Source: an optimization exercise on an open RTL-to-GDS flow (aim: small area and a short achievable clock period). Production flows keep margins and buffers that such runs may drop.
Only simulation tests tie the RTL to the original design; equivalence was not proved.

## flow/design.v (module list and top-level ports; edited modules follow where they fit)
// module mulc0: 375 lines
// module mulc1: 341 lines
// module mulc2: 257 lines
// module mulc3: 285 lines
// module pipe: 15 lines
// module fadd: 66 lines
// module sym4_dec_fir_fp32: 106 lines
// module vdelay: 18 lines
module sym4_dec_fir_fp32 #(
    parameter [31:0] DEC_H0 = 32'hbd9b2b0e,  
    parameter [31:0] DEC_H1 = 32'hbcf2c635,  
    parameter [31:0] DEC_H2 = 32'h3efec7e0,  
    parameter [31:0] DEC_H3 = 32'h3f4dc1d3,  
    parameter [31:0] DEC_H4 = 32'h3e9880d1,  
    parameter [31:0] DEC_H5 = 32'hbdcb339e,  
    parameter [31:0] DEC_H6 = 32'hbc4e80df,  
    parameter [31:0] DEC_H7 = 32'h3d03fc5f   
)(
    input         clk,
    input         rstn,
    input         din_valid,
    input  [31:0] din,
    output        dout_valid,
    output [31:0] dout
);
  // ...
==> flow/run.sh <==
#!/bin/bash
# synth_recipe.tcl (not shown) runs the flow's synth.tcl, then flattens the netlist and writes it again
# the make line also repeats each setting of config.mk as NAME=value (left out here)
make -C /OpenROAD-flow-scripts/flow DESIGN_CONFIG=/design/flow/config.mk WORK_HOME=/design/flow/orfs CLKGATE_MAP_FILE= SYNTH_SCRIPT=/design/flow/synth_recipe.tcl finish
==> flow/config.mk <==
export PLATFORM = sky130hd
export DESIGN_NAME = sym4_dec_fir_fp32
export DESIGN_NICKNAME = sym4_dec_fir_fp32
export VERILOG_FILES = /design/flow/design.v
export SDC_FILE = /design/flow/constraint.sdc
export NUM_CORES = 4
export LEC_CHECK = 0
export CAP_MARGIN = 20
export CORE_MARGIN = 2
export CORE_UTILIZATION = 40
export PLACE_DENSITY = 0.55
export SETUP_SLACK_MARGIN = 5
export SLEW_MARGIN = 20
==> flow/constraint.sdc <==
create_clock -name core_clock -period 10.0 [get_ports {clk}]
set_input_delay 2.0000 -clock core_clock [delete_from_list [all_inputs] [get_ports {clk}]]
set_output_delay 2.0000 -clock core_clock [all_outputs]
set_load 0.01 [all_outputs]
==> impl_metrics.py, run 1 <==
metrics = {
    "cts": {
        "hold_buffers": 0,
        "clkLatencyLatePin_ns": 0.93,
        "cts_buffers": 210,
    },
    "sta": {
        "maxSlewViolCount": 0,
        "post-route-period-util_pct": 49.8,
        "clock_skew_ns": 0.0707,
        "fin_ws_ns": 5.02,
    },
    "layout": {
        "final_common_cell": "dfxtp_1",
        "clkbuf_count": 297,
        "n_antenna_cell": 5,
        "multi_input_area_share_pct": 54.0,
    },
    "route": {
        "wl_met1_mm": 181,
        "met3_length_mm": 26.1,
        "vias": 96900,
    },
    "die": {
        "dieWidth_um": 541,
        "die_h_um": 541,
        "coreArea_sq_mm": 0.288,
    },
    "run_status": {
        "status": "complete, no violations",
    },
    "critical_path": {
        "crit_path_start_kind": "register",
        "cp.required_ns": 10.76,
        "critPathBufInv": 2,
    },
    "hold_path": {
        "min_from": "u_m1.u_p0.g_reg.r[3]$_DFF_P_",
    },
    "placement": {
        "io_buffers": 67,
        "place_area_sq_mm": 0.120,
        "dp_cells": 16400,
    },
    "yosys": {
        "synth_top_family_by_area": "adder cells",
    },
    "grt": {
        "grt_antenna_before_repair": 27,
    },
}
==> module mulc0, before the edit <==
module mulc0 #(parameter R0 = 0, parameter R1 = 1, parameter R2 = 1) (
    input         clk,
    input  [31:0] x,
    input  [25:0] m3,
    input         sel,
    output [31:0] y
);
    wire [23:0] m = {(x[30:23] != 8'h0), x[22:0]};
    wire t1 = (sel ? m[14] : m[15]) ^ (sel ? m3[13] : m[13]);
    wire t2 = (sel ? m[14] : m[15]) & (sel ? m3[13] : m[13]);
    wire t3 = (sel ? m[15] : m[16]) ^ (sel ? m3[14] : m[14]);
    wire t4 = (sel ? m[15] : m[16]) & (sel ? m3[14] : m[14]);
    wire t5 = (sel ? m[16] : m[17]) ^ (sel ? m3[15] : m[15]);
    wire t6 = (sel ? m[16] : m[17]) & (sel ? m3[15] : m[15]);
    wire t7 = (sel ? m[17] : m[18]) ^ (sel ? m3[16] : m[16]) ^ (sel ? m[10] : m3[14]);
    wire t8 = ((sel ? m[17] : m[18]) & (sel ? m3[16] : m[16])) | ((sel ? m[17] : m[18]) & (sel ? m[10] : m3[14])) | ((sel ? m3[16] : m[16]) & (sel ? m[10] : m3[14]));
    wire t9 = (sel ? ~m3[9] : m3[9]) ^ (sel ? m3[6] : m[4]);
    wire t10 = (sel ? ~m3[9] : m3[9]) & (sel ? m3[6] : m[4]);
    wire t11 = (sel ? m[18] : m[19]) ^ (sel ? m3[17] : m[17]) ^ (sel ? m[11] : m3[15]);
    wire t12 = ((sel ? m[18] : m[19]) & (sel ? m3[17] : m[17])) | ((sel ? m[18] : m[19]) & (sel ? m[11] : m3[15])) | ((sel ? m3[17] : m[17]) & (sel ? m[11] : m3[15]));
    wire t13 = (sel ? ~m3[10] : m3[10]) ^ (sel ? m3[7] : m[5]);
    wire t14 = (sel ? ~m3[10] : m3[10]) & (sel ? m3[7] : m[5]);
    wire t15 = (sel ? m[19] : m[20]) ^ (sel ? m3[18] : m[18]) ^ (sel ? m[12] : m3[16]);
    wire t16 = ((sel ? m[19] : m[20]) & (sel ? m3[18] : m[18])) | ((sel ? m[19] : m[20]) & (sel ? m[12] : m3[16])) | ((sel ? m3[18] : m[18]) & (sel ? m[12] : m3[16]));
    wire t17 = (sel ? ~m3[11] : m3[11]) ^ (sel ? m3[8] : m[6]);
    wire t18 = (sel ? ~m3[11] : m3[11]) & (sel ? m3[8] : m[6]);
    wire t19 = (sel ? m[20] : m[21]) ^ (sel ? m3[19] : m[19]) ^ (sel ? m[13] : m3[17]);
    wire t20 = ((sel ? m[20] : m[21]) & (sel ? m3[19] : m[19])) | ((sel ? m[20] : m[21]) & (sel ? m[13] : m3[17])) | ((sel ? m3[19] : m[19]) & (sel ? m[13] : m3[17]));
    wire t21 = (sel ? ~m3[12] : m3[12]) ^ (sel ? m3[9] : m[7]);
    wire t22 = (sel ? ~m3[12] : m3[12]) & (sel ? m3[9] : m[7]);
    wire t23 = (sel ? m[21] : m[22]) ^ (sel ? m3[20] : m[20]) ^ (sel ? m[14] : m3[18]);
    wire t24 = ((sel ? m[21] : m[22]) & (sel ? m3[20] : m[20])) | ((sel ? m[21] : m[22]) & (sel ? m[14] : m3[18])) | ((sel ? m3[20] : m[20]) & (sel ? m[14] : m3[18]));
    wire t25 = (sel ? ~m3[13] : m3[13]) ^ (sel ? m3[10] : m[8]);
    wire t26 = (sel ? ~m3[13] : m3[13]) & (sel ? m3[10] : m[8]);
    wire t27 = (sel ? m[22] : m[23]) ^ (sel ? m3[21] : m[21]) ^ (sel ? m[15] : m3[19]);
    wire t28 = ((sel ? m[22] : m[23]) & (sel ? m3[21] : m[21])) | ((sel ? m[22] : m[23]) & (sel ? m[15] : m3[19])) | ((sel ? m3[21] : m[21]) & (sel ? m[15] : m3[19]));
    wire t29 = (sel ? ~m3[14] : m3[14]) ^ (sel ? m3[11] : m[9]) ^ (sel ? m3[7] : ~m3[8]);
    wire t30 = ((sel ? ~m3[14] : m3[14]) & (sel ? m3[11] : m[9])) | ((sel ? ~m3[14] : m3[14]) & (sel ? m3[7] : ~m3[8])) | ((sel ? m3[11] : m[9]) & (sel ? m3[7] : ~m3[8]));
    wire t31 = (sel & m[23]) ^ (sel ? m3[22] : m[22]) ^ (sel ? m[16] : m3[20]);
    wire t32 = ((sel & m[23]) & (sel ? m3[22] : m[22])) | ((sel & m[23]) & (sel ? m[16] : m3[20])) | ((sel ? m3[22] : m[22]) & (sel ? m[16] : m3[20]));
    wire t33 = (sel ? ~m3[15] : m3[15]) ^ (sel ? m3[12] : m[10]) ^ (sel ? m3[8] : ~m3[9]);
    wire t34 = ((sel ? ~m3[15] : m3[15]) & (sel ? m3[12] : m[10])) | ((sel ? ~m3[15] : m3[15]) & (sel ? m3[8] : ~m3[9])) | ((sel ? m3[12] : m[10]) & (sel ? m3[8] : ~m3[9]));
    wire t35 = (sel ? m3[23] : m[23]) ^ (sel ? m[17] : m3[21]) ^ (sel ? ~m3[16] : m3[16]);
    wire t36 = ((sel ? m3[23] : m[23]) & (sel ? m[17] : m3[21])) | ((sel ? m3[23] : m[23]) & (sel ? ~m3[16] : m3[16])) | ((sel ? m[17] : m3[21]) & (sel ? ~m3[16] : m3[16]));
    wire t37 = (sel ? m3[13] : m[11]) ^ (sel ? m3[9] : ~m3[10]);
    wire t38 = (sel ? m3[13] : m[11]) & (sel ? m3[9] : ~m3[10]);
    wire t39 = (sel & m3[24]) ^ (sel ? m[18] : m3[22]) ^ (sel ? ~m3[17] : m3[17]);
    wire t40 = ((sel & m3[24]) & (sel ? m[18] : m3[22])) | ((sel & m3[24]) & (sel ? ~m3[17] : m3[17])) | ((sel ? m[18] : m3[22]) & (sel ? ~m3[17] : m3[17]));
    wire t41 = (sel ? m3[14] : m[12]) ^ (sel ? m3[10] : ~m3[11]);
    wire t42 = (sel ? m3[14] : m[12]) & (sel ? m3[10] : ~m3[11]);
    wire t43 = (sel & m3[25]) ^ (sel ? m[19] : m3[23]) ^ (sel ? ~m3[18] : m3[18]);
    wire t44 = ((sel & m3[25]) & (sel ? m[19] : m3[23])) | ((sel & m3[25]) & (sel ? ~m3[18] : m3[18])) | ((sel ? m[19] : m3[23]) & (sel ? ~m3[18] : m3[18]));
    wire t45 = (sel ? m3[15] : m[13]) ^ (sel ? m3[11] : ~m3[12]);
    wire t46 = (sel ? m3[15] : m[13]) & (sel ? m3[11] : ~m3[12]);
    wire t47 = (sel ? m[20] : m3[24]) ^ (sel ? ~m3[19] : m3[19]) ^ (sel ? m3[16] : m[14]);
    wire t48 = ((sel ? m[20] : m3[24]) & (sel ? ~m3[19] : m3[19])) | ((sel ? m[20] : m3[24]) & (sel ? m3[16] : m[14])) | ((sel ? ~m3[19] : m3[19]) & (sel ? m3[16] : m[14]));
    wire t49 = (sel ? m[21] : m3[25]) ^ (sel ? ~m3[20] : m3[20]);
    wire t50 = (sel ? m[21] : m3[25]) & (sel ? ~m3[20] : m3[20]);
    wire t51 = (sel & m[22]) ^ (sel ? ~m3[21] : m3[21]);
    wire t52 = (sel & m[22]) & (sel ? ~m3[21] : m3[21]);
    wire t53 = (sel & m[23]) ^ (sel ? ~m3[22] : m3[22]);
    wire t54 = (sel & m[23]) & (sel ? ~m3[22] : m3[22]);
    wire t55 = (sel ? m[8] : m[9]) ^ (sel ? m3[7] : m[7]);
    wire t56 = (sel ? m[8] : m[9]) & (sel ? m3[7] : m[7]);
    wire t57 = (sel ? m[9] : m[10]) ^ (sel ? m3[8] : m[8]);
    wire t58 = (sel ? m[9] : m[10]) & (sel ? m3[8] : m[8]);
    wire t59 = (sel ? m[10] : m[11]) ^ (sel ? m3[9] : m[9]);
    wire t60 = (sel ? m[10] : m[11]) & (sel ? m3[9] : m[9]);
    wire t61 = (sel ? m[11] : m[12]) ^ (sel ? m3[10] : m[10]) ^ (sel ? m[4] : m3[8]);
    wire t62 = ((sel ? m[11] : m[12]) & (sel ? m3[10] : m[10])) | ((sel ? m[11] : m[12]) & (sel ? m[4] : m3[8])) | ((sel ? m3[10] : m[10]) & (sel ? m[4] : m3[8]));
    wire t63 = (sel ? m[12] : m[13]) ^ (sel ? m3[11] : m[11]) ^ (sel ? m[5] : m3[9]);
    wire t64 = ((sel ? m[12] : m[13]) & (sel ? m3[11] : m[11])) | ((sel ? m[12] : m[13]) & (sel ? m[5] : m3[9])) | ((sel ? m3[11] : m[11]) & (sel ? m[5] : m3[9]));
    wire t65 = (sel ? m[13] : m[14]) ^ (sel ? m3[12] : m[12]) ^ (sel ? m[6] : m3[10]);
    wire t66 = ((sel ? m[13] : m[14]) & (sel ? m3[12] : m[12])) | ((sel ? m[13] : m[14]) & (sel ? m[6] : m3[10])) | ((sel ? m3[12] : m[12]) & (sel ? m[6] : m3[10]));
    wire t67 = t1 ^ (sel ? m[7] : m3[11]) ^ (sel ? ~m3[6] : m3[6]);
    wire t68 = (t1 & (sel ? m[7] : m3[11])) | (t1 & (sel ? ~m3[6] : m3[6])) | ((sel ? m[7] : m3[11]) & (sel ? ~m3[6] : m3[6]));
    wire t69 = (sel ? m3[3] : m[1]) ^ (~sel & ~m3[0]);
    wire t70 = (sel ? m3[3] : m[1]) & (~sel & ~m3[0]);
    wire t71 = t2 ^ t3 ^ (sel ? m[8] : m3[12]);
    wire t72 = (t2 & t3) | (t2 & (sel ? m[8] : m3[12])) | (t3 & (sel ? m[8] : m3[12]));
    wire t73 = (sel ? ~m3[7] : m3[7]) ^ (sel ? m3[4] : m[2]) ^ (sel ? m3[0] : ~m3[1]);
    wire t74 = ((sel ? ~m3[7] : m3[7]) & (sel ? m3[4] : m[2])) | ((sel ? ~m3[7] : m3[7]) & (sel ? m3[0] : ~m3[1])) | ((sel ? m3[4] : m[2]) & (sel ? m3[0] : ~m3[1]));
    wire t75 = t4 ^ t5 ^ (sel ? m[9] : m3[13]);
    wire t76 = (t4 & t5) | (t4 & (sel ? m[9] : m3[13])) | (t5 & (sel ? m[9] : m3[13]));
    wire t77 = (sel ? ~m3[8] : m3[8]) ^ (sel ? m3[5] : m[3]) ^ (sel ? m3[1] : ~m3[2]);
    wire t78 = ((sel ? ~m3[8] : m3[8]) & (sel ? m3[5] : m[3])) | ((sel ? ~m3[8] : m3[8]) & (sel ? m3[1] : ~m3[2])) | ((sel ? m3[5] : m[3]) & (sel ? m3[1] : ~m3[2]));
    wire t79 = t6 ^ t7 ^ t9;
    wire t80 = (t6 & t7) | (t6 & t9) | (t7 & t9);
    wire t81 = (sel ? m3[2] : ~m3[3]) ^ (~sel & ~m3[0]) ^ ~sel;
    wire t82 = ((sel ? m3[2] : ~m3[3]) & (~sel & ~m3[0])) | ((sel ? m3[2] : ~m3[3]) & ~sel) | ((~sel & ~m3[0]) & ~sel);
    wire t83 = t8 ^ t10 ^ t11;
    wire t84 = (t8 & t10) | (t8 & t11) | (t10 & t11);
    wire t85 = t13 ^ (sel ? m3[3] : ~m3[4]) ^ (sel ? m3[0] : ~m3[1]);
    wire t86 = (t13 & (sel ? m3[3] : ~m3[4])) | (t13 & (sel ? m3[0] : ~m3[1])) | ((sel ? m3[3] : ~m3[4]) & (sel ? m3[0] : ~m3[1]));
    wire t87 = t12 ^ t14 ^ t15;
    wire t88 = (t12 & t14) | (t12 & t15) | (t14 & t15);
    wire t89 = t17 ^ (sel ? m3[4] : ~m3[5]) ^ (sel ? m3[1] : ~m3[2]);
    wire t90 = (t17 & (sel ? m3[4] : ~m3[5])) | (t17 & (sel ? m3[1] : ~m3[2])) | ((sel ? m3[4] : ~m3[5]) & (sel ? m3[1] : ~m3[2]));
    wire t91 = t16 ^ t18 ^ t19;
    wire t92 = (t16 & t18) | (t16 & t19) | (t18 & t19);
    wire t93 = t21 ^ (sel ? m3[5] : ~m3[6]) ^ (sel ? m3[2] : ~m3[3]);
    wire t94 = (t21 & (sel ? m3[5] : ~m3[6])) | (t21 & (sel ? m3[2] : ~m3[3])) | ((sel ? m3[5] : ~m3[6]) & (sel ? m3[2] : ~m3[3]));
    wire t95 = t20 ^ t22 ^ t23;
    wire t96 = (t20 & t22) | (t20 & t23) | (t22 & t23);
    wire t97 = t25 ^ (sel ? m3[6] : ~m3[7]) ^ (sel ? m3[3] : ~m3[4]);
    wire t98 = (t25 & (sel ? m3[6] : ~m3[7])) | (t25 & (sel ? m3[3] : ~m3[4])) | ((sel ? m3[6] : ~m3[7]) & (sel ? m3[3] : ~m3[4]));
    wire t99 = t24 ^ t26 ^ t27;
    wire t100 = (t24 & t26) | (t24 & t27) | (t26 & t27);
    wire t101 = t29 ^ (sel ? m3[4] : ~m3[5]) ^ (sel & m[0]);
    wire t102 = (t29 & (sel ? m3[4] : ~m3[5])) | (t29 & (sel & m[0])) | ((sel ? m3[4] : ~m3[5]) & (sel & m[0]));
    wire t103 = t28 ^ t30 ^ t31;
    wire t104 = (t28 & t30) | (t28 & t31) | (t30 & t31);
    wire t105 = t33 ^ (sel ? m3[5] : ~m3[6]) ^ (sel ? m[1] : m[0]);
    wire t106 = (t33 & (sel ? m3[5] : ~m3[6])) | (t33 & (sel ? m[1] : m[0])) | ((sel ? m3[5] : ~m3[6]) & (sel ? m[1] : m[0]));
    wire t107 = t32 ^ t34 ^ t35;
    wire t108 = (t32 & t34) | (t32 & t35) | (t34 & t35);
    wire t109 = t37 ^ (sel ? m3[6] : ~m3[7]) ^ (sel ? m[2] : m[1]);
    wire t110 = (t37 & (sel ? m3[6] : ~m3[7])) | (t37 & (sel ? m[2] : m[1])) | ((sel ? m3[6] : ~m3[7]) & (sel ? m[2] : m[1]));
    wire t111 = t36 ^ t38 ^ t39;
    wire t112 = (t36 & t38) | (t36 & t39) | (t38 & t39);
    wire t113 = t41 ^ (sel ? m3[7] : ~m3[8]) ^ (sel ? m[3] : m[2]);
    wire t114 = (t41 & (sel ? m3[7] : ~m3[8])) | (t41 & (sel ? m[3] : m[2])) | ((sel ? m3[7] : ~m3[8]) & (sel ? m[3] : m[2]));
    wire t115 = t40 ^ t42 ^ t43;
    wire t116 = (t40 & t42) | (t40 & t43) | (t42 & t43);
    wire t117 = t45 ^ (sel ? m3[8] : ~m3[9]) ^ (sel ? m[4] : m[3]);
    wire t118 = (t45 & (sel ? m3[8] : ~m3[9])) | (t45 & (sel ? m[4] : m[3])) | ((sel ? m3[8] : ~m3[9]) & (sel ? m[4] : m[3]));
    wire t119 = t44 ^ t46 ^ t47;
    wire t120 = (t44 & t46) | (t44 & t47) | (t46 & t47);
    wire t121 = (sel ? m3[12] : ~m3[13]) ^ (sel ? m3[9] : ~m3[10]) ^ (sel ? m[5] : m[4]);
    wire t122 = ((sel ? m3[12] : ~m3[13]) & (sel ? m3[9] : ~m3[10])) | ((sel ? m3[12] : ~m3[13]) & (sel ? m[5] : m[4])) | ((sel ? m3[9] : ~m3[10]) & (sel ? m[5] : m[4]));
    wire t123 = t48 ^ t49 ^ (sel ? m3[17] : m[15]);
    wire t124 = (t48 & t49) | (t48 & (sel ? m3[17] : m[15])) | (t49 & (sel ? m3[17] : m[15]));
    wire t125 = (sel ? m3[13] : ~m3[14]) ^ (sel ? m3[10] : ~m3[11]) ^ (sel ? m[6] : m[5]);
    wire t126 = ((sel ? m3[13] : ~m3[14]) & (sel ? m3[10] : ~m3[11])) | ((sel ? m3[13] : ~m3[14]) & (sel ? m[6] : m[5])) | ((sel ? m3[10] : ~m3[11]) & (sel ? m[6] : m[5]));
    wire t127 = t50 ^ t51 ^ (sel ? m3[18] : m[16]);
    wire t128 = (t50 & t51) | (t50 & (sel ? m3[18] : m[16])) | (t51 & (sel ? m3[18] : m[16]));
    wire t129 = (sel ? m3[14] : ~m3[15]) ^ (sel ? m3[11] : ~m3[12]) ^ (sel ? m[7] : m[6]);
    wire t130 = ((sel ? m3[14] : ~m3[15]) & (sel ? m3[11] : ~m3[12])) | ((sel ? m3[14] : ~m3[15]) & (sel ? m[7] : m[6])) | ((sel ? m3[11] : ~m3[12]) & (sel ? m[7] : m[6]));
    wire t131 = t52 ^ t53 ^ (sel ? m3[19] : m[17]);
    wire t132 = (t52 & t53) | (t52 & (sel ? m3[19] : m[17])) | (t53 & (sel ? m3[19] : m[17]));
    wire t133 = (sel ? m3[15] : ~m3[16]) ^ (sel ? m3[12] : ~m3[13]) ^ (sel ? m[8] : m[7]);
    wire t134 = ((sel ? m3[15] : ~m3[16]) & (sel ? m3[12] : ~m3[13])) | ((sel ? m3[15] : ~m3[16]) & (sel ? m[8] : m[7])) | ((sel ? m3[12] : ~m3[13]) & (sel ? m[8] : m[7]));
    wire t135 = t54 ^ (sel ? ~m3[23] : m3[23]) ^ (sel ? m3[20] : m[18]);
    wire t136 = (t54 & (sel ? ~m3[23] : m3[23])) | (t54 & (sel ? m3[20] : m[18])) | ((sel ? ~m3[23] : m3[23]) & (sel ? m3[20] : m[18]));
    wire t137 = (sel ? m3[16] : ~m3[17]) ^ (sel ? m3[13] : ~m3[14]) ^ (sel ? m[9] : m[8]);
    wire t138 = ((sel ? m3[16] : ~m3[17]) & (sel ? m3[13] : ~m3[14])) | ((sel ? m3[16] : ~m3[17]) & (sel ? m[9] : m[8])) | ((sel ? m3[13] : ~m3[14]) & (sel ? m[9] : m[8]));
    wire t139 = (sel ? ~m3[24] : m3[24]) ^ (sel ? m3[21] : m[19]) ^ (sel ? m3[17] : ~m3[18]);
    wire t140 = ((sel ? ~m3[24] : m3[24]) & (sel ? m3[21] : m[19])) | ((sel ? ~m3[24] : m3[24]) & (sel ? m3[17] : ~m3[18])) | ((sel ? m3[21] : m[19]) & (sel ? m3[17] : ~m3[18]));
    wire t141 = (sel ? m3[14] : ~m3[15]) ^ (sel ? m[10] : m[9]);
    wire t142 = (sel ? m3[14] : ~m3[15]) & (sel ? m[10] : m[9]);
    wire t143 = (sel ? ~m3[25] : m3[25]) ^ (sel ? m3[22] : m[20]) ^ (sel ? m3[18] : ~m3[19]);
    wire t144 = ((sel ? ~m3[25] : m3[25]) & (sel ? m3[22] : m[20])) | ((sel ? ~m3[25] : m3[25]) & (sel ? m3[18] : ~m3[19])) | ((sel ? m3[22] : m[20]) & (sel ? m3[18] : ~m3[19]));
    wire t145 = (sel ? m3[15] : ~m3[16]) ^ (sel ? m[11] : m[10]);
    wire t146 = (sel ? m3[15] : ~m3[16]) & (sel ? m[11] : m[10]);
    wire t147 = (sel ? m3[23] : m[21]) ^ (sel ? m3[19] : ~m3[20]) ^ (sel ? m3[16] : ~m3[17]);
    wire t148 = ((sel ? m3[23] : m[21]) & (sel ? m3[19] : ~m3[20])) | ((sel ? m3[23] : m[21]) & (sel ? m3[16] : ~m3[17])) | ((sel ? m3[19] : ~m3[20]) & (sel ? m3[16] : ~m3[17]));
    wire t149 = (sel ? m[12] : m[11]) ^ sel;
    wire t150 = (sel ? m[12] : m[11]) & sel;
    wire t151 = (sel ? m3[24] : m[22]) ^ (sel ? m3[20] : ~m3[21]) ^ (sel ? m3[17] : ~m3[18]);
    wire t152 = ((sel ? m3[24] : m[22]) & (sel ? m3[20] : ~m3[21])) | ((sel ? m3[24] : m[22]) & (sel ? m3[17] : ~m3[18])) | ((sel ? m3[20] : ~m3[21]) & (sel ? m3[17] : ~m3[18]));
    wire t153 = (sel ? m[13] : m[12]) ^ sel;
    wire t154 = (sel ? m[13] : m[12]) & sel;
    wire t155 = (sel ? m3[25] : m[23]) ^ (sel ? m3[21] : ~m3[22]) ^ (sel ? m3[18] : ~m3[19]);
    wire t156 = ((sel ? m3[25] : m[23]) & (sel ? m3[21] : ~m3[22])) | ((sel ? m3[25] : m[23]) & (sel ? m3[18] : ~m3[19])) | ((sel ? m3[21] : ~m3[22]) & (sel ? m3[18] : ~m3[19]));
    wire t157 = (sel ? m[14] : m[13]) ^ sel;
    wire t158 = (sel ? m[14] : m[13]) & sel;
    wire t159 = (sel ? m3[22] : ~m3[23]) ^ (sel ? m3[19] : ~m3[20]) ^ (sel ? m[15] : m[14]);
    wire t160 = ((sel ? m3[22] : ~m3[23]) & (sel ? m3[19] : ~m3[20])) | ((sel ? m3[22] : ~m3[23]) & (sel ? m[15] : m[14])) | ((sel ? m3[19] : ~m3[20]) & (sel ? m[15] : m[14]));
    wire t161 = (sel ? m3[23] : ~m3[24]) ^ (sel ? m3[20] : ~m3[21]);
    wire t162 = (sel ? m3[23] : ~m3[24]) & (sel ? m3[20] : ~m3[21]);
    wire t163 = (sel ? m3[24] : ~m3[25]) ^ (sel ? m3[21] : ~m3[22]);
    wire t164 = (sel ? m3[24] : ~m3[25]) & (sel ? m3[21] : ~m3[22]);
    wire t165 = (sel & m3[25]) ^ (sel ? m3[22] : ~m3[23]);
    wire t166 = (sel & m3[25]) & (sel ? m3[22] : ~m3[23]);
    wire t167 = t55 ^ (sel ? m[1] : m3[5]);
    wire t168 = t55 & (sel ? m[1] : m3[5]);
    wire t169 = t56 ^ t57 ^ (sel ? m[2] : m3[6]);
    wire t170 = (t56 & t57) | (t56 & (sel ? m[2] : m3[6])) | (t57 & (sel ? m[2] : m3[6]));
    wire t171 = t58 ^ t59 ^ (sel ? m[3] : m3[7]);
    wire t172 = (t58 & t59) | (t58 & (sel ? m[3] : m3[7])) | (t59 & (sel ? m[3] : m3[7]));
    wire t173 = t60 ^ t61 ^ (sel ? ~m3[3] : m3[3]);
    wire t174 = (t60 & t61) | (t60 & (sel ? ~m3[3] : m3[3])) | (t61 & (sel ? ~m3[3] : m3[3]));
    wire t175 = t62 ^ t63 ^ (sel ? ~m3[4] : m3[4]);
    wire t176 = (t62 & t63) | (t62 & (sel ? ~m3[4] : m3[4])) | (t63 & (sel ? ~m3[4] : m3[4]));
    wire t177 = t64 ^ t65 ^ (sel ? ~m3[5] : m3[5]);
    wire t178 = (t64 & t65) | (t64 & (sel ? ~m3[5] : m3[5])) | (t65 & (sel ? ~m3[5] : m3[5]));
    wire t179 = t66 ^ t67 ^ t69;
    wire t180 = (t66 & t67) | (t66 & t69) | (t67 & t69);
    wire t181 = t68 ^ t70 ^ t71;
    wire t182 = (t68 & t70) | (t68 & t71) | (t70 & t71);
    wire t183 = t72 ^ t74 ^ t75;
    wire t184 = (t72 & t74) | (t72 & t75) | (t74 & t75);
    wire t185 = t76 ^ t78 ^ t79;
    wire t186 = (t76 & t78) | (t76 & t79) | (t78 & t79);
    wire t187 = t80 ^ t82 ^ t83;
    wire t188 = (t80 & t82) | (t80 & t83) | (t82 & t83);
    wire t189 = t84 ^ t86 ^ t87;
    wire t190 = (t84 & t86) | (t84 & t87) | (t86 & t87);
    wire t191 = t88 ^ t90 ^ t91;
    wire t192 = (t88 & t90) | (t88 & t91) | (t90 & t91);
    wire t193 = t92 ^ t94 ^ t95;
    wire t194 = (t92 & t94) | (t92 & t95) | (t94 & t95);
    wire t195 = t96 ^ t98 ^ t99;
    wire t196 = (t96 & t98) | (t96 & t99) | (t98 & t99);
    wire t197 = t100 ^ t102 ^ t103;
    wire t198 = (t100 & t102) | (t100 & t103) | (t102 & t103);
    wire t199 = t104 ^ t106 ^ t107;
    wire t200 = (t104 & t106) | (t104 & t107) | (t106 & t107);
    wire t201 = t108 ^ t110 ^ t111;
    wire t202 = (t108 & t110) | (t108 & t111) | (t110 & t111);
    wire t203 = t112 ^ t114 ^ t115;
    wire t204 = (t112 & t114) | (t112 & t115) | (t114 & t115);
    wire t205 = t116 ^ t118 ^ t119;
    wire t206 = (t116 & t118) | (t116 & t119) | (t118 & t119);
    wire t207 = t120 ^ t122 ^ t123;
    wire t208 = (t120 & t122) | (t120 & t123) | (t122 & t123);
    wire t209 = t124 ^ t126 ^ t127;
    wire t210 = (t124 & t126) | (t124 & t127) | (t126 & t127);
    wire t211 = t128 ^ t130 ^ t131;
    wire t212 = (t128 & t130) | (t128 & t131) | (t130 & t131);
    wire t213 = t132 ^ t134 ^ t135;
    wire t214 = (t132 & t134) | (t132 & t135) | (t134 & t135);
    wire t215 = t136 ^ t138 ^ t139;
    wire t216 = (t136 & t138) | (t136 & t139) | (t138 & t139);
    wire t217 = t140 ^ t142 ^ t143;
    wire t218 = (t140 & t142) | (t140 & t143) | (t142 & t143);
    wire t219 = t144 ^ t146 ^ t147;
    wire t220 = (t144 & t146) | (t144 & t147) | (t146 & t147);
    wire t221 = t148 ^ t150 ^ t151;
    wire t222 = (t148 & t150) | (t148 & t151) | (t150 & t151);
    wire t223 = t152 ^ t154 ^ t155;
    wire t224 = (t152 & t154) | (t152 & t155) | (t154 & t155);
    wire t225 = t156 ^ t158 ^ t159;
    wire t226 = (t156 & t158) | (t156 & t159) | (t158 & t159);
    wire t227 = t160 ^ t161 ^ (sel ? m[16] : m[15]);
    wire t228 = (t160 & t161) | (t160 & (sel ? m[16] : m[15])) | (t161 & (sel ? m[16] : m[15]));
    wire t229 = t162 ^ t163 ^ (sel ? m[17] : m[16]);
    wire t230 = (t162 & t163) | (t162 & (sel ? m[17] : m[16])) | (t163 & (sel ? m[17] : m[16]));
    wire t231 = t164 ^ t165 ^ (sel ? m[18] : m[17]);
    wire t232 = (t164 & t165) | (t164 & (sel ? m[18] : m[17])) | (t165 & (sel ? m[18] : m[17]));
    wire t233 = t166 ^ (sel ? m3[23] : ~m3[24]) ^ (sel ? m[19] : m[18]);
    wire t234 = (t166 & (sel ? m3[23] : ~m3[24])) | (t166 & (sel ? m[19] : m[18])) | ((sel ? m3[23] : ~m3[24]) & (sel ? m[19] : m[18]));
    wire t235 = (sel ? m3[24] : ~m3[25]) ^ (sel ? m[20] : m[19]);
    wire t236 = (sel ? m3[24] : ~m3[25]) & (sel ? m[20] : m[19]);
    wire t237 = (sel & m3[25]) ^ (sel ? m[21] : m[20]);
    wire t238 = (sel & m3[25]) & (sel ? m[21] : m[20]);
    wire t239 = (sel ? m[3] : m[4]) ^ (sel ? m3[2] : m[2]);
    wire t240 = (sel ? m[3] : m[4]) & (sel ? m3[2] : m[2]);
    wire t241 = (sel ? m[4] : m[5]) ^ (sel ? m3[3] : m[3]) ^ (~sel & m3[1]);
    wire t242 = ((sel ? m[4] : m[5]) & (sel ? m3[3] : m[3])) | ((sel ? m[4] : m[5]) & (~sel & m3[1])) | ((sel ? m3[3] : m[3]) & (~sel & m3[1]));
    wire t243 = (sel ? m[5] : m[6]) ^ (sel ? m3[4] : m[4]) ^ (~sel & m3[2]);
    wire t244 = ((sel ? m[5] : m[6]) & (sel ? m3[4] : m[4])) | ((sel ? m[5] : m[6]) & (~sel & m3[2])) | ((sel ? m3[4] : m[4]) & (~sel & m3[2]));
    wire t245 = (sel ? m[6] : m[7]) ^ (sel ? m3[5] : m[5]) ^ (~sel & m3[3]);
    wire t246 = ((sel ? m[6] : m[7]) & (sel ? m3[5] : m[5])) | ((sel ? m[6] : m[7]) & (~sel & m3[3])) | ((sel ? m3[5] : m[5]) & (~sel & m3[3]));
    wire t247 = (sel ? m[7] : m[8]) ^ (sel ? m3[6] : m[6]) ^ (sel ? m[0] : m3[4]);
    wire t248 = ((sel ? m[7] : m[8]) & (sel ? m3[6] : m[6])) | ((sel ? m[7] : m[8]) & (sel ? m[0] : m3[4])) | ((sel ? m3[6] : m[6]) & (sel ? m[0] : m3[4]));
    wire t249 = t167 ^ (sel ? ~m3[0] : m3[0]) ^ sel;
    wire t250 = (t167 & (sel ? ~m3[0] : m3[0])) | (t167 & sel) | ((sel ? ~m3[0] : m3[0]) & sel);
    wire t251 = t168 ^ t169 ^ (sel ? ~m3[1] : m3[1]);
    wire t252 = (t168 & t169) | (t168 & (sel ? ~m3[1] : m3[1])) | (t169 & (sel ? ~m3[1] : m3[1]));
    wire t253 = t170 ^ t171 ^ (sel ? ~m3[2] : m3[2]);
    wire t254 = (t170 & t171) | (t170 & (sel ? ~m3[2] : m3[2])) | (t171 & (sel ? ~m3[2] : m3[2]));
    wire t255 = t172 ^ t173 ^ (sel & m3[0]);
    wire t256 = (t172 & t173) | (t172 & (sel & m3[0])) | (t173 & (sel & m3[0]));
    wire t257 = t174 ^ t175 ^ (sel & m3[1]);
    wire t258 = (t174 & t175) | (t174 & (sel & m3[1])) | (t175 & (sel & m3[1]));
    wire t259 = t176 ^ t177 ^ (sel ? m3[2] : m[0]);
    wire t260 = (t176 & t177) | (t176 & (sel ? m3[2] : m[0])) | (t177 & (sel ? m3[2] : m[0]));
    wire t261 = t178 ^ t179 ^ ~sel;
    wire t262 = (t178 & t179) | (t178 & ~sel) | (t179 & ~sel);
    wire t263 = t180 ^ t181 ^ t73;
    wire t264 = (t180 & t181) | (t180 & t73) | (t181 & t73);
    wire t265 = t182 ^ t183 ^ t77;
    wire t266 = (t182 & t183) | (t182 & t77) | (t183 & t77);
    wire t267 = t184 ^ t185 ^ t81;
    wire t268 = (t184 & t185) | (t184 & t81) | (t185 & t81);
    wire t269 = t186 ^ t187 ^ t85;
    wire t270 = (t186 & t187) | (t186 & t85) | (t187 & t85);
    wire t271 = t188 ^ t189 ^ t89;
    wire t272 = (t188 & t189) | (t188 & t89) | (t189 & t89);
    wire t273 = t190 ^ t191 ^ t93;
    wire t274 = (t190 & t191) | (t190 & t93) | (t191 & t93);
    wire t275 = t192 ^ t193 ^ t97;
    wire t276 = (t192 & t193) | (t192 & t97) | (t193 & t97);
    wire t277 = t194 ^ t195 ^ t101;
    wire t278 = (t194 & t195) | (t194 & t101) | (t195 & t101);
    wire t279 = t196 ^ t197 ^ t105;
    wire t280 = (t196 & t197) | (t196 & t105) | (t197 & t105);
    wire t281 = t198 ^ t199 ^ t109;
    wire t282 = (t198 & t199) | (t198 & t109) | (t199 & t109);
    wire t283 = t200 ^ t201 ^ t113;
    wire t284 = (t200 & t201) | (t200 & t113) | (t201 & t113);
    wire t285 = t202 ^ t203 ^ t117;
    wire t286 = (t202 & t203) | (t202 & t117) | (t203 & t117);
    wire t287 = t204 ^ t205 ^ t121;
    wire t288 = (t204 & t205) | (t204 & t121) | (t205 & t121);
    wire t289 = t206 ^ t207 ^ t125;
    wire t290 = (t206 & t207) | (t206 & t125) | (t207 & t125);
    wire t291 = t208 ^ t209 ^ t129;
    wire t292 = (t208 & t209) | (t208 & t129) | (t209 & t129);
    wire t293 = t210 ^ t211 ^ t133;
    wire t294 = (t210 & t211) | (t210 & t133) | (t211 & t133);
    wire t295 = t212 ^ t213 ^ t137;
    wire t296 = (t212 & t213) | (t212 & t137) | (t213 & t137);
    wire t297 = t214 ^ t215 ^ t141;
    wire t298 = (t214 & t215) | (t214 & t141) | (t215 & t141);
    wire t299 = t216 ^ t217 ^ t145;
    wire t300 = (t216 & t217) | (t216 & t145) | (t217 & t145);
    wire t301 = t218 ^ t219 ^ t149;
    wire t302 = (t218 & t219) | (t218 & t149) | (t219 & t149);
    wire t303 = t220 ^ t221 ^ t153;
    wire t304 = (t220 & t221) | (t220 & t153) | (t221 & t153);
    wire t305 = t222 ^ t223 ^ t157;
    wire t306 = (t222 & t223) | (t222 & t157) | (t223 & t157);
    wire t307 = t224 ^ t225 ^ sel;
    wire t308 = (t224 & t225) | (t224 & sel) | (t225 & sel);
    wire t309 = t226 ^ t227 ^ sel;
    wire t310 = (t226 & t227) | (t226 & sel) | (t227 & sel);
    wire t311 = t228 ^ t229 ^ sel;
    wire t312 = (t228 & t229) | (t228 & sel) | (t229 & sel);
    wire t313 = t230 ^ t231 ^ 1'b1;
    wire t314 = (t230 & t231) | (t230 & 1'b1) | (t231 & 1'b1);
    wire t315 = t232 ^ t233 ^ 1'b1;
    wire t316 = (t232 & t233) | (t232 & 1'b1) | (t233 & 1'b1);
    wire t317 = t234 ^ t235 ^ 1'b1;
    wire t318 = (t234 & t235) | (t234 & 1'b1) | (t235 & 1'b1);
    wire t319 = t236 ^ t237 ^ sel;
    wire t320 = (t236 & t237) | (t236 & sel) | (t237 & sel);
    wire t321 = t238 ^ (sel ? m[22] : m[21]) ^ 1'b1;
    wire t322 = (t238 & (sel ? m[22] : m[21])) | (t238 & 1'b1) | ((sel ? m[22] : m[21]) & 1'b1);
    wire t323 = (sel ? m[23] : m[22]) ^ 1'b1;
    wire t324 = (sel ? m[23] : m[22]) & 1'b1;
    wire t325 = (~sel & m[23]) ^ 1'b1;
    wire t326 = (~sel & m[23]) & 1'b1;
    wire [47:0] px = {t324, t322, t320, t318, t316, t314, t312, t310, t308, t306, t304, t302, t300, t298, t296, t294, t292, t290, t288, t286, t284, t282, t280, t278, t276, t274, t272, t270, t268, t266, t264, t262, t260, t258, t256, t254, t252, t250, t248, t246, t244, t242, t240, t239, (sel ? m[2] : m[3]), (sel ? m[1] : m[2]), (sel ? m[0] : m[1]), (~sel & m[0])};
    wire [47:0] py = {t325, t323, t321, t319, t317, t315, t313, t311, t309, t307, t305, t303, t301, t299, t297, t295, t293, t291, t289, t287, t285, t283, t281, t279, t277, t275, t273, t271, t269, t267, t265, t263, t261, t259, t257, t255, t253, t251, t249, t247, t245, t243, t241, (~sel & m3[0]), (sel ? m3[1] : m[1]), (sel ? m3[0] : m[0]), 1'b0, 1'b0};
    wire st47 = sel ? (|m[21:0]) : (|m[22:0]);
    wire st46 = sel ? (|m[20:0]) : (|m[21:0]);
    wire [9:0] eh = sel ? 10'd1020 : 10'd1018;    
    wire sgn = x[31] ^ (sel ? 1'b1 : 1'b1);
    wire nan  = (&x[30:23]) & (|x[22:0]);
    wire inf  = (&x[30:23]) & ~(|x[22:0]);
    wire zero = ~(|x[30:0]);
    wire [9:0] es  = {2'b0, x[30:23]} + eh;
    wire [9:0] es1 = es + 10'd1;
    wire [9:0] es2 = es + 10'd2;
    wire [5:0] rng = {(~es2[9] & (es2[8:0] >= 9'd255)), (es2[9] | (es2 == 10'd0)),
                      (~es1[9] & (es1[8:0] >= 9'd255)), (es1[9] | (es1 == 10'd0)),
                      (~es[9]  & (es[8:0]  >= 9'd255)), (es[9]  | (es  == 10'd0))};
    localparam FW = 6 + 8 + 6;
    wire [FW-1:0] fl = {st47, st46, sgn, nan, inf, zero, es[7:0], rng};
    wire [47:0] px0, py0; wire [FW-1:0] fl0;
    pipe #(.W(96+FW), .EN(R0)) u_p0(clk, {px, py, fl}, {px0, py0, fl0});
    wire [47:0] p = px0 + py0;
    wire [25:0] p1; wire [FW-1:0] fl1;
    pipe #(.W(26+FW), .EN(R1)) u_p1(clk, {p[47:22], fl0}, {p1, fl1});
    wire s47_1 = fl1[19], s46_1 = fl1[18], sgn1 = fl1[17], nan1 = fl1[16], inf1 = fl1[15], zero1 = fl1[14];
    wire [7:0] e8 = fl1[13:6];
    wire [5:0] rg = fl1[5:0];
    wire        hi  = p1[25];
    wire [23:0] mn3 = hi ? p1[25:2] : p1[24:1];
    wire        rnd = hi ? (p1[1] & s47_1) : (p1[0] & s46_1);
    wire [24:0] mr  = {1'b0, mn3} + rnd;
    wire [1:0]  inc = {1'b0, hi} + {1'b0, mr[24]};
    wire [7:0]  ef  = e8 + {6'h0, inc};
    wire        ovf = inc[1] ? rg[5] : inc[0] ? rg[3] : rg[1];
    wire        unf = inc[1] ? rg[4] : inc[0] ? rg[2] : rg[0];
    wire [31:0] res = nan1 ? 32'h7fc00000 :
                      inf1 ? {sgn1, 8'hff, 23'h0} :
                      zero1 ? {sgn1, 31'h0} :
                      ovf ? {sgn1, 8'hff, 23'h0} :
                      unf ? {sgn1, 31'h0} :
                      {sgn1, ef, mr[22:0]};
    pipe #(.W(32), .EN(R2)) u_p2(clk, res, y);
endmodule
==> module sym4_dec_fir_fp32, before the edit <==
module sym4_dec_fir_fp32 #(
    parameter [31:0] DEC_H0 = 32'hbd9b2b0e,  
    parameter [31:0] DEC_H1 = 32'hbcf2c635,  
    parameter [31:0] DEC_H2 = 32'h3efec7e0,  
    parameter [31:0] DEC_H3 = 32'h3f4dc1d3,  
    parameter [31:0] DEC_H4 = 32'h3e9880d1,  
    parameter [31:0] DEC_H5 = 32'hbdcb339e,  
    parameter [31:0] DEC_H6 = 32'hbc4e80df,  
    parameter [31:0] DEC_H7 = 32'h3d03fc5f   
)(
    input         clk,
    input         rstn,
    input         din_valid,
    input  [31:0] din,
    output        dout_valid,
    output [31:0] dout
);
localparam M0 = 1, M1 = 1, M2 = 1;        
localparam A1 = 1, A2 = 1, A3 = 1;        
localparam LM = M0 + M1 + M2;
localparam LA = A1 + A2 + A3;
localparam [31:0] P1_INIT  = 32'h00000000;    
localparam [31:0] P2_INIT  = 32'h80000000;    
localparam [31:0] P3_INIT  = 32'h80000000;    
localparam [31:0] S23_INIT = 32'h80000000;    
reg        phase;
reg        v0;
reg        par0;
reg [31:0] x0;
reg [25:0] m30;                            
wire [23:0] din_m = {(din[30:23] != 8'h0), din[22:0]};
always @(posedge clk or negedge rstn) begin
    if (!rstn) begin
        phase <= 1'b0;
        v0    <= 1'b0;
    end else begin
        v0 <= din_valid;
        if (din_valid) phase <= ~phase;
    end
end
reg [3:0] sel0;                            
always @(posedge clk) begin
    sel0 <= {4{phase}};
    x0   <= din;
    m30  <= {2'b00, din_m} + {1'b0, din_m, 1'b0};
    par0 <= phase;
end
wire [31:0] q0, q1, q2, q3;
mulc0 #(.R0(M0), .R1(M1), .R2(M2)) u_m0(clk, x0, m30, sel0[0], q0);
mulc1 #(.R0(M0), .R1(M1), .R2(M2)) u_m1(clk, x0, m30, sel0[1], q1);
mulc2 #(.R0(M0), .R1(M1), .R2(M2)) u_m2(clk, x0, m30, sel0[2], q2);
mulc3 #(.R0(M0), .R1(M1), .R2(M2)) u_m3(clk, x0, m30, sel0[3], q3);
wire vm, pm;
vdelay #(.N(LM)) u_vm(clk, rstn, v0 & par0, vm);       
wire ve;
vdelay #(.N(LM)) u_ve(clk, rstn, v0 & ~par0, ve);      
reg [31:0] e0, e1, e2, e3;
always @(posedge clk)
    if (ve) begin
        e0 <= q0; e1 <= q1; e2 <= q2; e3 <= q3;
    end
wire [31:0] pr0, pr1, pr2, pr3;
fadd #(.R1(A1), .R2(A2), .R3(A3)) u_a0(clk, q0, e0, pr0);
fadd #(.R1(A1), .R2(A2), .R3(A3)) u_a1(clk, q1, e1, pr1);
fadd #(.R1(A1), .R2(A2), .R3(0))  u_a2(clk, q2, e2, pr2);
fadd #(.R1(A1), .R2(A2), .R3(0))  u_a3(clk, q3, e3, pr3);
wire va, vap;
vdelay #(.N(LA)) u_va(clk, rstn, vm, va);
vdelay #(.N(LA-A3)) u_vap(clk, rstn, vm, vap);
reg [31:0] p1h, p2h, p3h, p3hh;
always @(posedge clk or negedge rstn)
    if (!rstn)
        p1h <= P1_INIT;
    else if (va)
        p1h <= pr1;
always @(posedge clk or negedge rstn)
    if (!rstn) begin
        p2h  <= P2_INIT;
        p3h  <= P3_INIT;
        p3hh <= P3_INIT;
    end else if (vap) begin
        p2h  <= pr2;
        p3h  <= pr3;
        p3hh <= p3h;
    end
wire vs;                                      
vdelay #(.N(LA-1)) u_vs(clk, rstn, vm, vs);
wire [31:0] b_a = vs ? p2h  : pr0;
wire [31:0] b_b = vs ? p3hh : p1h;
wire [31:0] bs;
fadd #(.R1(A1), .R2(A2), .R3(A3)) u_b0(clk, b_a, b_b, bs);
wire vs23, vb;
vdelay #(.N(LA)) u_vs23(clk, rstn, vs, vs23);    
vdelay #(.N(LA)) u_vb(clk, rstn, va, vb);        
reg [31:0] s23a, s23b;
always @(posedge clk or negedge rstn)
    if (!rstn) begin
        s23a <= S23_INIT;
        s23b <= S23_INIT;
    end else if (vs23) begin
        s23a <= bs;
        s23b <= s23a;
    end
fadd #(.R1(A1), .R2(A2), .R3(A3)) u_c0(clk, bs, s23b, dout);
vdelay #(.N(LA)) u_vc(clk, rstn, vb, dout_valid);
endmodule
==> run 2: changes to the inputs <==
--- a/flow/design.v
+++ b/flow/design.v
@@ -1,11 +1,15 @@
 module mulc0 #(parameter R0 = 0, parameter R1 = 1, parameter R2 = 1) (
     input         clk,
     input  [31:0] x,
+    input         xh,        
+    input         xnan,      
+    input         xinf,      
+    input         xzero,     
     input  [25:0] m3,
     input         sel,
     output [31:0] y
 );
-    wire [23:0] m = {(x[30:23] != 8'h0), x[22:0]};
+    wire [23:0] m = {xh, x[22:0]};
     wire t1 = (sel ? m[14] : m[15]) ^ (sel ? m3[13] : m[13]);
     wire t2 = (sel ? m[14] : m[15]) & (sel ? m3[13] : m[13]);
     wire t3 = (sel ? m[15] : m[16]) ^ (sel ? m3[14] : m[14]);
@@ -338,9 +342,9 @@
     wire st46 = sel ? (|m[20:0]) : (|m[21:0]);
     wire [9:0] eh = sel ? 10'd1020 : 10'd1018;    
     wire sgn = x[31] ^ (sel ? 1'b1 : 1'b1);
-    wire nan  = (&x[30:23]) & (|x[22:0]);
-    wire inf  = (&x[30:23]) & ~(|x[22:0]);
-    wire zero = ~(|x[30:0]);
+    wire nan  = xnan;
+    wire inf  = xinf;
+    wire zero = xzero;
     wire [9:0] es  = {2'b0, x[30:23]} + eh;
     wire [9:0] es1 = es + 10'd1;
     wire [9:0] es2 = es + 10'd2;
@@ -349,11 +353,12 @@
                       (~es[9]  & (es[8:0]  >= 9'd255)), (es[9]  | (es  == 10'd0))};
     localparam FW = 6 + 8 + 6;
     wire [FW-1:0] fl = {st47, st46, sgn, nan, inf, zero, es[7:0], rng};
-    wire [47:0] px0, py0; wire [FW-1:0] fl0;
-    pipe #(.W(96+FW), .EN(R0)) u_p0(clk, {px, py, fl}, {px0, py0, fl0});
-    wire [47:0] p = px0 + py0;
+    wire [22:0] lo = {1'b0, px[21:0]} + {1'b0, py[21:0]};
+    wire [25:0] px0, py0; wire c0; wire [FW-1:0] fl0;
+    pipe #(.W(53+FW), .EN(R0)) u_p0(clk, {px[47:22], py[47:22], lo[22], fl}, {px0, py0, c0, fl0});
+    wire [26:0] ps = {px0, c0} + {py0, c0};
     wire [25:0] p1; wire [FW-1:0] fl1;
-    pipe #(.W(26+FW), .EN(R1)) u_p1(clk, {p[47:22], fl0}, {p1, fl1});
+    pipe #(.W(26+FW), .EN(R1)) u_p1(clk, {ps[26:1], fl0}, {p1, fl1});
     wire s47_1 = fl1[19], s46_1 = fl1[18], sgn1 = fl1[17], nan1 = fl1[16], inf1 = fl1[15], zero1 = fl1[14];
     wire [7:0] e8 = fl1[13:6];
     wire [5:0] rg = fl1[5:0];
@@ -376,11 +381,15 @@
 module mulc1 #(parameter R0 = 0, parameter R1 = 1, parameter R2 = 1) (
     input         clk,
     input  [31:0] x,
+    input         xh,        
+    input         xnan,      
+    input         xinf,      
+    input         xzero,     
     input  [25:0] m3,
     input         sel,
     output [31:0] y
 );
-    wire [23:0] m = {(x[30:23] != 8'h0), x[22:0]};
+    wire [23:0] m = {xh, x[22:0]};
     wire t1 = (sel ? ~m[17] : m3[22]) ^ (sel ? m[11] : ~m3[18]);
     wire t2 = (sel ? ~m[17] : m3[22]) & (sel ? m[11] : ~m3[18]);
     wire t3 = (sel ? ~m[18] : m3[23]) ^ (sel ? m[12] : ~m3[19]) ^ (sel ? m[9] : m[14]);
@@ -679,9 +688,9 @@
     wire st46 = sel ? (|m[16:0]) : (|m[21:0]);
     wire [9:0] eh = sel ? 10'd1022 : 10'd1023;    
     wire sgn = x[31] ^ (sel ? 1'b0 : 1'b0);
-    wire nan  = (&x[30:23]) & (|x[22:0]);
-    wire inf  = (&x[30:23]) & ~(|x[22:0]);
-    wire zero = ~(|x[30:0]);
+    wire nan  = xnan;
+    wire inf  = xinf;
+    wire zero = xzero;
     wire [9:0] es  = {2'b0, x[30:23]} + eh;
     wire [9:0] es1 = es + 10'd1;
     wire [9:0] es2 = es + 10'd2;
@@ -690,11 +699,12 @@
                       (~es[9]  & (es[8:0]  >= 9'd255)), (es[9]  | (es  == 10'd0))};
     localparam FW = 6 + 8 + 6;
     wire [FW-1:0] fl = {st47, st46, sgn, nan, inf, zero, es[7:0], rng};
-    wire [47:0] px0, py0; wire [FW-1:0] fl0;
-    pipe #(.W(96+FW), .EN(R0)) u_p0(clk, {px, py, fl}, {px0, py0, fl0});
-    wire [47:0] p = px0 + py0;
+    wire [22:0] lo = {1'b0, px[21:0]} + {1'b0, py[21:0]};
+    wire [25:0] px0, py0; wire c0; wire [FW-1:0] fl0;
+    pipe #(.W(53+FW), .EN(R0)) u_p0(clk, {px[47:22], py[47:22], lo[22], fl}, {px0, py0, c0, fl0});
+    wire [26:0] ps = {px0, c0} + {py0, c0};
     wire [25:0] p1; wire [FW-1:0] fl1;
-    pipe #(.W(26+FW), .EN(R1)) u_p1(clk, {p[47:22], fl0}, {p1, fl1});
+    pipe #(.W(26+FW), .EN(R1)) u_p1(clk, {ps[26:1], fl0}, {p1, fl1});
     wire s47_1 = fl1[19], s46_1 = fl1[18], sgn1 = fl1[17], nan1 = fl1[16], inf1 = fl1[15], zero1 = fl1[14];
     wire [7:0] e8 = fl1[13:6];
     wire [5:0] rg = fl1[5:0];
@@ -717,11 +727,15 @@
 module mulc2 #(parameter R0 = 0, parameter R1 = 1, parameter R2 = 1) (
     input         clk,
     input  [31:0] x,
+    input         xh,        
+    input         xnan,      
+    input         xinf,      
+    input         xzero,     
     input  [25:0] m3,
     input         sel,
     output [31:0] y
 );
-    wire [23:0] m = {(x[30:23] != 8'h0), x[22:0]};
+    wire [23:0] m = {xh, x[22:0]};
     wire t1 = (sel ? m[14] : ~m[13]) ^ (sel ? m[10] : ~m3[9]);
     wire t2 = (sel ? m[14] : ~m[13]) & (sel ? m[10] : ~m3[9]);
     wire t3 = (sel ? m[15] : ~m[14]) ^ (sel ? m[11] : ~m3[10]);
@@ -936,9 +950,9 @@
     wire st46 = sel ? (|m[21:0]) : (|m[20:0]);
     wire [9:0] eh = sel ? 10'd1022 : 10'd1020;    
     wire sgn = x[31] ^ (sel ? 1'b0 : 1'b1);
-    wire nan  = (&x[30:23]) & (|x[22:0]);
-    wire inf  = (&x[30:23]) & ~(|x[22:0]);
-    wire zero = ~(|x[30:0]);
+    wire nan  = xnan;
+    wire inf  = xinf;
+    wire zero = xzero;
     wire [9:0] es  = {2'b0, x[30:23]} + eh;
     wire [9:0] es1 = es + 10'd1;
     wire [9:0] es2 = es + 10'd2;
@@ -947,11 +961,12 @@
                       (~es[9]  & (es[8:0]  >= 9'd255)), (es[9]  | (es  == 10'd0))};
     localparam FW = 6 + 8 + 6;
     wire [FW-1:0] fl = {st47, st46, sgn, nan, inf, zero, es[7:0], rng};
-    wire [47:0] px0, py0; wire [FW-1:0] fl0;
-    pipe #(.W(96+FW), .EN(R0)) u_p0(clk, {px, py, fl}, {px0, py0, fl0});
-    wire [47:0] p = px0 + py0;
+    wire [22:0] lo = {1'b0, px[21:0]} + {1'b0, py[21:0]};
+    wire [25:0] px0, py0; wire c0; wire [FW-1:0] fl0;
+    pipe #(.W(53+FW), .EN(R0)) u_p0(clk, {px[47:22], py[47:22], lo[22], fl}, {px0, py0, c0, fl0});
+    wire [26:0] ps = {px0, c0} + {py0, c0};
     wire [25:0] p1; wire [FW-1:0] fl1;
-    pipe #(.W(26+FW), .EN(R1)) u_p1(clk, {p[47:22], fl0}, {p1, fl1});
+    pipe #(.W(26+FW), .EN(R1)) u_p1(clk, {ps[26:1], fl0}, {p1, fl1});
     wire s47_1 = fl1[19], s46_1 = fl1[18], sgn1 = fl1[17], nan1 = fl1[16], inf1 = fl1[15], zero1 = fl1[14];
     wire [7:0] e8 = fl1[13:6];
     wire [5:0] rg = fl1[5:0];
@@ -974,11 +989,15 @@
 module mulc3 #(parameter R0 = 0, parameter R1 = 1, parameter R2 = 1) (
     input         clk,
     input  [31:0] x,
+    input         xh,        
+    input         xnan,      
+    input         xinf,      
+    input         xzero,     
     input  [25:0] m3,
     input         sel,
     output [31:0] y
 );
-    wire [23:0] m = {(x[30:23] != 8'h0), x[22:0]};
+    wire [23:0] m = {xh, x[22:0]};
     wire t1 = ~m[15] ^ (sel ? m[10] : m3[10]);
     wire t2 = ~m[15] & (sel ? m[10] : m3[10]);
     wire t3 = ~m[16] ^ (sel ? m[11] : m3[11]);
@@ -1221,9 +1240,9 @@
     wire st46 = sel ? (|m[21:0]) : (|m[21:0]);
     wire [9:0] eh = sel ? 10'd1017 : 10'd1019;    
     wire sgn = x[31] ^ (sel ? 1'b1 : 1'b0);
-    wire nan  = (&x[30:23]) & (|x[22:0]);
-    wire inf  = (&x[30:23]) & ~(|x[22:0]);
-    wire zero = ~(|x[30:0]);
+    wire nan  = xnan;
+    wire inf  = xinf;
+    wire zero = xzero;
     wire [9:0] es  = {2'b0, x[30:23]} + eh;
     wire [9:0] es1 = es + 10'd1;
     wire [9:0] es2 = es + 10'd2;
@@ -1232,11 +1251,12 @@
                       (~es[9]  & (es[8:0]  >= 9'd255)), (es[9]  | (es  == 10'd0))};
     localparam FW = 6 + 8 + 6;
     wire [FW-1:0] fl = {st47, st46, sgn, nan, inf, zero, es[7:0], rng};
-    wire [47:0] px0, py0; wire [FW-1:0] fl0;
-    pipe #(.W(96+FW), .EN(R0)) u_p0(clk, {px, py, fl}, {px0, py0, fl0});
-    wire [47:0] p = px0 + py0;
+    wire [22:0] lo = {1'b0, px[21:0]} + {1'b0, py[21:0]};
+    wire [25:0] px0, py0; wire c0; wire [FW-1:0] fl0;
+    pipe #(.W(53+FW), .EN(R0)) u_p0(clk, {px[47:22], py[47:22], lo[22], fl}, {px0, py0, c0, fl0});
+    wire [26:0] ps = {px0, c0} + {py0, c0};
     wire [25:0] p1; wire [FW-1:0] fl1;
-    pipe #(.W(26+FW), .EN(R1)) u_p1(clk, {p[47:22], fl0}, {p1, fl1});
+    pipe #(.W(26+FW), .EN(R1)) u_p1(clk, {ps[26:1], fl0}, {p1, fl1});
     wire s47_1 = fl1[19], s46_1 = fl1[18], sgn1 = fl1[17], nan1 = fl1[16], inf1 = fl1[15], zero1 = fl1[14];
     wire [7:0] e8 = fl1[13:6];
     wire [5:0] rg = fl1[5:0];
@@ -1367,6 +1387,7 @@
 reg        par0;
 reg [31:0] x0;
 reg [25:0] m30;                            
+reg        xh0, xnan0, xinf0, xzero0;      
 wire [23:0] din_m = {(din[30:23] != 8'h0), din[22:0]};
 always @(posedge clk or negedge rstn) begin
     if (!rstn) begin
@@ -1382,13 +1403,17 @@
     sel0 <= {4{phase}};
     x0   <= din;
     m30  <= {2'b00, din_m} + {1'b0, din_m, 1'b0};
+    xh0    <= din_m[23];
+    xnan0  <= (&din[30:23]) & (|din[22:0]);
+    xinf0  <= (&din[30:23]) & ~(|din[22:0]);
+    xzero0 <= ~(|din[30:0]);
     par0 <= phase;
 end
 wire [31:0] q0, q1, q2, q3;
-mulc0 #(.R0(M0), .R1(M1), .R2(M2)) u_m0(clk, x0, m30, sel0[0], q0);
-mulc1 #(.R0(M0), .R1(M1), .R2(M2)) u_m1(clk, x0, m30, sel0[1], q1);
-mulc2 #(.R0(M0), .R1(M1), .R2(M2)) u_m2(clk, x0, m30, sel0[2], q2);
-mulc3 #(.R0(M0), .R1(M1), .R2(M2)) u_m3(clk, x0, m30, sel0[3], q3);
+mulc0 #(.R0(M0), .R1(M1), .R2(M2)) u_m0(clk, x0, xh0, xnan0, xinf0, xzero0, m30, sel0[0], q0);
+mulc1 #(.R0(M0), .R1(M1), .R2(M2)) u_m1(clk, x0, xh0, xnan0, xinf0, xzero0, m30, sel0[1], q1);
+mulc2 #(.R0(M0), .R1(M1), .R2(M2)) u_m2(clk, x0, xh0, xnan0, xinf0, xzero0, m30, sel0[2], q2);
+mulc3 #(.R0(M0), .R1(M1), .R2(M2)) u_m3(clk, x0, xh0, xnan0, xinf0, xzero0, m30, sel0[3], q3);
 wire vm, pm;
 vdelay #(.N(LM)) u_vm(clk, rstn, v0 & par0, vm);       
 wire ve;
==> impl_metrics.py, run 2 <==
metrics = {
    "sta": {
        "fin_crit_ns": 5.08,
        "tightestPinTransition_ns": 1.19,
        "rsz0062_at_grt": "yes",
        "post-route-period-util_pct": 50.8,
        "clock_skew_ns": 0.0803,
        "maxSlewViolCount": 0,
        "hold_ws_ns": 0.262,
        "tns_ns": 0,
        "finalSetupViolCount": 0,
        "maxSlewHeadroom_pct": 20.2,
        "fmax_ghz": 0.197,
        "hold_viol_final": 0,
    },
    "run": {
        "cap_violations": 0,
    },
    "layout": {
        "num-nets-final": 14400,
        "final_cell_mix": "dfxtp_1 (1383), inv_1 (1150), nand2_1 (1099)",
        "syn_to_final_growth_pct": 15.3,
        "largest_reg_flops": 73,
        "drive_gt1_share_pct": 12.0,
        "top_regs": "u_m3.u_p0.g_reg.r (73), u_m1.u_p0.g_reg.r (70), u_m2.u_p0.g_reg.r (70)",
        "final_common_cell": "dfxtp_1",
        "regMostFlops": "u_m3.u_p0.g_reg.r",
    },
    "cts": {
        "htree_levels": 4,
        "root_buffer": "clkbuf_16",
        "hold_buffers": 0,
        "cts_buffers": 200,
        "path_clk_slew_ns": 0.06,
        "cts_tree": "built",
        "cts.sinks": 1735,
        "clkLatencyLatePin_ns": 0.93,
        "cts_max_path_buffers": 4,
    },
    "die": {
        "fp-row-count": 195,
        "dieWidth_um": 538,
        "io_pins": 68,
        "die_h_um": 538,
        "start_util_pct": 40.3,
        "die-area_sq_mm": 0.289,
        "coreArea_sq_mm": 0.283,
    },
    "yosys": {
        "ys_seq_area_share_pct": 32.5,
        "ys_types": 112,
        "ys_ff_latch": 1735,
        "yosysMostFrequentCell": "dfxtp_1",
        "syn_inst": 12900,
        "ys_top_cells_by_area": "dfxtp_1 (25%), ha_1 (9.7%), fa_1 (7.4%)",
        "yosysTopAreaCellShare_pct": 24.6,
        "syn_nets": 14300,
        "syn_area_sq_mm": 0.114,
        "synth_ff_type": "dfxtp_1",
        "ys.warnings.count": 10,
        "yosys.area.top_type": "dfxtp_1",
        "synthArstFlopShare_pct": 12.0,
        "synth_common_cells": "dfxtp_1 (1398), inv_1 (1165), nand2_1 (1128), nor2_1 (1098), a21oi_1 (921)",
        "synth_area_per_cell_sq_um": 8.82,
        "synth-edff-count": 128,
    },
    "critical_path": {
        "critPathBufInv": 1,
        "criticalPathCategory": "register to register",
        "crit_chain": "nor2b_1 -> nor2_1 -> fa_1 -> inv_1 -> fa_2 -> fa_1 -> ha_4 -> a211o_1 -> or4_4 -> a2111oi_4 -> o31ai_2",
        "cp_slowest_cell": "dfxtp_1",
        "max_stage_delay_ns": 0.97,
        "crit_fanout": 10,
        "critical_path_arrival_ns": 5.82,
        "end_kind": "register",
        "cp.required_ns": 10.74,
        "critPathTopFamily": "adder cells",
        "cpMostUsedCell": "fa_1",
        "crit_path_start_kind": "register",
    },
    "grt": {
        "grt_antenna_before_repair": 18,
        "grtUsageTotal_pct": 28.0,
        "grt_pass1_wl_mm": 617,
        "grt_max_degree": 125,
        "grt_pass1_vias": 95300,
        "globalRoute.totalOverflow": 0,
    },
    "route": {
        "vias": 96700,
        "wl_per_cell_um": 24.7,
        "drc": 0,
        "drt_iter0_markers": 8439,
        "drt_wl_total_mm": 420,
        "final_antenna_net_count": 0,
        "first_pass_iters": 8,
        "post_drt_via_cell_ratio": 5.68,
    },
    "placement": {
        "hpwlAfterDp_mm": 317,
        "io_buffers": 67,
        "place_congestion": 1.06,
    },
    "run_status": {
        "status": "complete, no violations",
    },
    "hold_path": {
        "hold_class": "register to register",
    },
}
-- run 2: metal layers --
layer	track usage (%)	routed length [um]	vias up
li1	-	-	45400
met1	36.5	181000	47000
met2	45.0	188000	3406
met3	3.74	23900	938
met4	15.1	26800	2
met5	0	13	-
-- run 2: logic make-up after synthesis --
family | after synthesis | share of synthesized area (%)
buf+inv | 1702 | 5.76
simple gates | 3814 | 15.7
xor+xnor | 683 | 5.25
fa+ha+maj | 1313 | 17.2
flops | 1735 | 32.5
compound gates | 2812 | 15.5
mux | 861 | 8.09
-- run 2: per-stage QoR --
step | setup slack (ns) | cells | area, sq um | util, %
2_1_floorplan | 4.90 | 12900 | 114000 | -
3_3_place_gp | 2.59 | 16400 | 119000 | 41.9
3_5_place_dp | 2.47 | 16400 | 119000 | 41.9
4_1_cts | 4.96 | 16800 | 128000 | 45.3
5_1_grt | 4.88 | 17000 | 131000 | 46.4
6_report | 4.92 | 17000 | 131000 | 46.5
-- run 2: final timing paths --
kind | startpoint | end | slack, ns | depth (start not counted)
worst min register to register | u_m2.u_p0.g_reg.r[17]$_DFF_P_ | u_m2.u_p1.g_reg.r[17]$_DFF_P_ | 0.26 | 0
worst max-delay path | m30[12]$_DFF_P_ | u_m0.u_p0.g_reg.r[20]$_DFF_P_ | 4.92 | 11
worst min-delay path | u_m2.u_p0.g_reg.r[17]$_DFF_P_ | u_m2.u_p1.g_reg.r[17]$_DFF_P_ | 0.26 | 0
worst max register to register | m30[12]$_DFF_P_ | u_m0.u_p0.g_reg.r[20]$_DFF_P_ | 4.92 | 11
min in group asynchronous | rstn | p3h[9]$_DFFE_PN0P_ | 1.14 | 1
max in group asynchronous | rstn | u_va.g_reg.r[1]$_DFF_PN0_ | 7.60 | 2
-- run 2: what timing repair did --
| action | 4_1_cts | 5_1_grt |
|---|---|---|
| setup endpoints to repair | 453 | 379 |
| setup buffers | 81 | 147 |
| resized for setup | 325 | 355 |
| pin swaps | 33 | 95 |
| cloned | 31 | 27 |
-- run 2: cell type report --
class | count | area [sq um]
Clock buffer | 257 | 5600
Sequential cell | 1735 | 37100
Antenna cell | 9 | 22.5
Timing Repair Buffer | 467 | 4730
Tap cell | 3743 | 4680
Inverter | 1185 | 4620
Clock inverter | 115 | 1500
Fill cell | 27100 | 151000
Multi-Input combinational cell | 9502 | 73100
Timing Repair inverter | 9 | 51.3

## static timing again, ports no longer ideal
The flow's constraints put no driver on any port. The routed layouts listed below were extracted and timed again, unchanged, in two steps. Step 1 sets driving cells, clkbuf_16 on the clock port and buf_2 on the other inputs (assumed; they add their load-dependent delay and slew). Step 2 times the ports against the registers' clock, not the clock port: input delays grow and output delays shrink by t, the midpoint of the rising clock arrivals with the driver on. Three values: no drivers, after step 1, after step 2; two values: the first two.
| run | t (ns) | setup WS [ns] | clock arrival spread, ns | worst data-port slew with drivers (ns) | cell pins on the clock port's net |
|---|---|---|---|---|---|
| run 1 | 0.987 | 5.023 / 5.023 / 4.254 | 0.072 / 0.072 | 0.08 | 1 |
| run 2 | 0.991 | 4.920 / 4.920 / 4.216 | 0.086 / 0.086 | 0.09 | 1 |
After both steps setup and hold are still met in every run listed. The setup slack of run 1, which loses most, moves by 0.000 ns with the drivers and by -0.769 ns with both steps.
